What follows belongs to an exercise in optimizing a design on an open flow for small area, a short achievable clock period and few clock cycles; a production flow would make more cautious choices. No activity file was given, so power comes from the tool's default toggle rates.

Setup of run D:
==> flow/design.v <==
module L1_cache
(
	input clk,
	input rst,
	input [31:0] mem_address, mem_wdata,
	input logic mem_read, mem_write,
	input [3:0] mem_byte_enable,
	output [31:0] mem_rdata,
	output logic mem_resp,
	input logic pmem_resp,
	input [255:0] pmem_rdata,
	output pmem_read, pmem_write,
	output logic [31:0] pmem_address,
	output [255:0] pmem_wdata
);
logic [255:0] line;
logic [26:0] tag;
logic valid, dirty;
logic [7:0] wsel;      
logic [3:0] wbe;       
logic [31:0] rdata_q;  
logic [3:0] s, o;
wire req     = mem_read | mem_write;
wire cidle   = ~(s[3] | s[1] | s[0]);
wire hit     = valid & (tag == mem_address[31:5]);
wire st_done = s[1] & (|wbe);       
function automatic logic [3:0] next(input logic [3:0] q, input logic rq,
	input logic ht, input logic dn, input logic pr);
	logic rd, wr, rs, pd, cidle, miss, rd_start;
	{rd, wr, rs, pd} = q;
	cidle = ~(rd | rs | pd);
	miss = cidle & rq & ~ht;
	rd_start = (miss & ~dn) | (pd & wr & pr);
	next[3] = rd ? ~pr : rd_start;
	next[2] = wr ? ~pr : ((~rd | pr) & dn);
	next[1] = (cidle & rq & ht) | (rd & pr);
	next[0] = pd ? ~(wr & pr) : (miss & dn);
endfunction
wire st_hit  = cidle & mem_write & (|mem_byte_enable) & hit;
wire st_fill = s[3] & pmem_resp & (|wbe);
wire dirty_w = dirty & ~(s[2] & pmem_resp);    
wire dirty_n = st_done | st_hit | st_fill | dirty_w;
always_ff @(posedge clk) begin
	if (rst) begin
		s <= 4'b0;
		o <= 4'b0;
		valid <= 1'b0;
		dirty <= 1'b0;
	end else begin
		s <= next(s, req, hit, dirty_n, pmem_resp);
		o <= next(o, req, hit, dirty_n, pmem_resp);
		dirty <= dirty_n;
		if (s[3] & pmem_resp) valid <= 1'b1;
		else if (cidle & ~req & ~dirty_w) valid <= 1'b0;
	end
end
assign pmem_read    = o[3];
assign pmem_write   = o[2];
assign mem_resp     = o[1];
assign pmem_address = {tag, 5'b0};
assign pmem_wdata   = line;
assign mem_rdata    = rdata_q;
always_ff @(posedge clk) begin
	if (cidle) begin
		for (int w = 0; w < 8; w++)
			wsel[w] <= (mem_address[4:2] == 3'(w));
		wbe <= mem_write ? mem_byte_enable : 4'b0;
	end
	if ((cidle & ~dirty_w) | (s[0] & s[2] & pmem_resp))
		tag <= mem_address[31:5];
end
logic [255:0] line_d;
always_comb begin
	for (int k = 0; k < 32; k++) begin
		logic m, f, h;
		m = wsel[k / 4] & wbe[k % 4] & (s[3] | s[1]);
		f = s[3] & ~m;
		h = ~s[3] & ~m;
		line_d[8*k +: 8] = ({8{m}} & mem_wdata[8*(k%4) +: 8])
		                 | ({8{f}} & pmem_rdata[8*k +: 8])
		                 | ({8{h}} & line[8*k +: 8]);
	end
end
always_ff @(posedge clk)
	line <= line_d;
logic [7:0] rsel;
logic [31:0] rdata_d;
always_comb begin
	for (int w = 0; w < 8; w++)
		rsel[w] = cidle ? (mem_address[4:2] == 3'(w)) : wsel[w];
	rdata_d = '0;
	for (int w = 0; w < 8; w++)
		rdata_d = rdata_d | ({32{rsel[w]}} & line_d[32*w +: 32]);
end
always_ff @(posedge clk)
	rdata_q <= rdata_d;
endmodule
Settings: LEC_CHECK=0, ABC_AREA=1, CAP_MARGIN=5, CORE_AREA=4 4 181 181, DIE_AREA=0 0 185 185, PLACE_DENSITY=0.75, SLEW_MARGIN=5; clock period 10.0 ns.
standard.sh (not shown) runs the stock make flow with config.mk's settings and CLKGATE_MAP_FILE= SYNTH_SCRIPT=/design/flow/synth_recipe.tcl, a recipe that flattens the netlist after the stock synthesis.
==> flow/flow/run.sh <==
#!/bin/bash
# Standard layout, with plain buffers on the ports, closer port pins, a
# clock tree without dummy loads and timing repair aimed at a larger setup
# margin. The whole ORFS output goes to standard_flow.log.
set -euo pipefail
bash standard.sh "BUFFER_PORTS_ARGS=-buffer_cell sky130_fd_sc_hd__buf_1" \
  "CTS_ARGS=-sink_clustering_enable -repair_clock_nets -dont_use_dummy_load -buf_list sky130_fd_sc_hd__clkbuf_8 -root_buf sky130_fd_sc_hd__clkbuf_16 -sink_clustering_size 16 -sink_clustering_max_diameter 60" \
  "PLACE_PINS_ARGS=-min_distance 1 -min_distance_in_tracks" \
  SETUP_SLACK_MARGIN=6.9 finish > standard_flow.log 2>&1
[inputs] run A vs run D
--- a/flow/design.v
+++ b/flow/design.v
@@ -38,8 +38,7 @@
 endfunction
 wire st_hit  = cidle & mem_write & (|mem_byte_enable) & hit;
 wire st_fill = s[3] & pmem_resp & (|wbe);
-wire dirty_w = dirty & ~(s[2] & pmem_resp);    
-wire dirty_n = st_done | st_hit | st_fill | dirty_w;
+wire dirty_n = st_done | st_hit | st_fill | (dirty & ~(s[2] & pmem_resp));
 always_ff @(posedge clk) begin
 	if (rst) begin
 		s <= 4'b0;
@@ -51,7 +50,7 @@
 		o <= next(o, req, hit, dirty_n, pmem_resp);
 		dirty <= dirty_n;
 		if (s[3] & pmem_resp) valid <= 1'b1;
-		else if (cidle & ~req & ~dirty_w) valid <= 1'b0;
+		else if (cidle & ~req & ~dirty_n) valid <= 1'b0;
 	end
 end
 assign pmem_read    = o[3];
@@ -66,7 +65,7 @@
 			wsel[w] <= (mem_address[4:2] == 3'(w));
 		wbe <= mem_write ? mem_byte_enable : 4'b0;
 	end
-	if ((cidle & ~dirty_w) | (s[0] & s[2] & pmem_resp))
+	if ((cidle & ~dirty_n) | (s[0] & s[2] & pmem_resp))
 		tag <= mem_address[31:5];
 end
 logic [255:0] line_d;
@@ -87,7 +86,7 @@
 logic [31:0] rdata_d;
 always_comb begin
 	for (int w = 0; w < 8; w++)
-		rsel[w] = cidle ? (mem_address[4:2] == 3'(w)) : wsel[w];
+		rsel[w] = (mem_address[4:2] == 3'(w));
 	rdata_d = '0;
 	for (int w = 0; w < 8; w++)
 		rdata_d = rdata_d | ({32{rsel[w]}} & line_d[32*w +: 32]);
==> results.txt <==
Run D -> run A: total number of placement rows delta 0, exact match. Route | run A vs run D | wire longer in run A. The portion of the clock cycle consumed by the worst path in the final layout number comes out lower for run D vs run A. Going from run D to run A, the met2 usage in global routing was found to have gone up by 0.20 points. Re synthesized cell count: run A is about 1.7% down on run D. Looking at combinational power across run A and run D, the one that comes out lower is run A. Against run D, run A comes in 0.89% higher on final cell area excluding filler cells. Of run A and run D, the run reporting the higher maximum number of pins on one net before global-route repair was run D. Endpoint required time on the critical path in run A is 2.25 ns above run D. Per the comparison of run A with run D, final hold violation count about even, cell count about even. Compare run A and run D | area added between synthesis and finish lower: run D. Summary: with run D as the reference, multi-input combinational cell area in run A moved down by a few percent.
Function was not checked in any run of this note: the RTL went through the layout flow alone.

what the ideal ports hide:
Ports are ideal in the flow. The routed layouts listed here were re-timed in OpenROAD. Step 1 (the two cells are an assumption about what drives the block):
set clk [get_ports {clk}]
set_driving_cell -lib_cell sky130_fd_sc_hd__clkbuf_16 $clk
set_driving_cell -lib_cell sky130_fd_sc_hd__buf_2 [delete_from_list [all_inputs] $clk]
Step 2, shift: input delay + t, output delay - t, t = (earliest + latest rising clock arrival at the registers) / 2. This alone moves slack from input paths to output paths. a / b / c = ideal / step 1 / step 2; a / b = the first two.
run	t (ns)	setup slack, ns	clock arrival spread, ns
run D	0.562	6.867 / 6.819 / 6.401	0.045 / 0.046
run A	0.565	6.836 / 6.792 / 6.291	0.045 / 0.045
After both steps every run listed still meets setup and hold. The setup slack of run A, which loses most, moves by -0.044 ns with the drivers and by -0.545 ns with both steps.
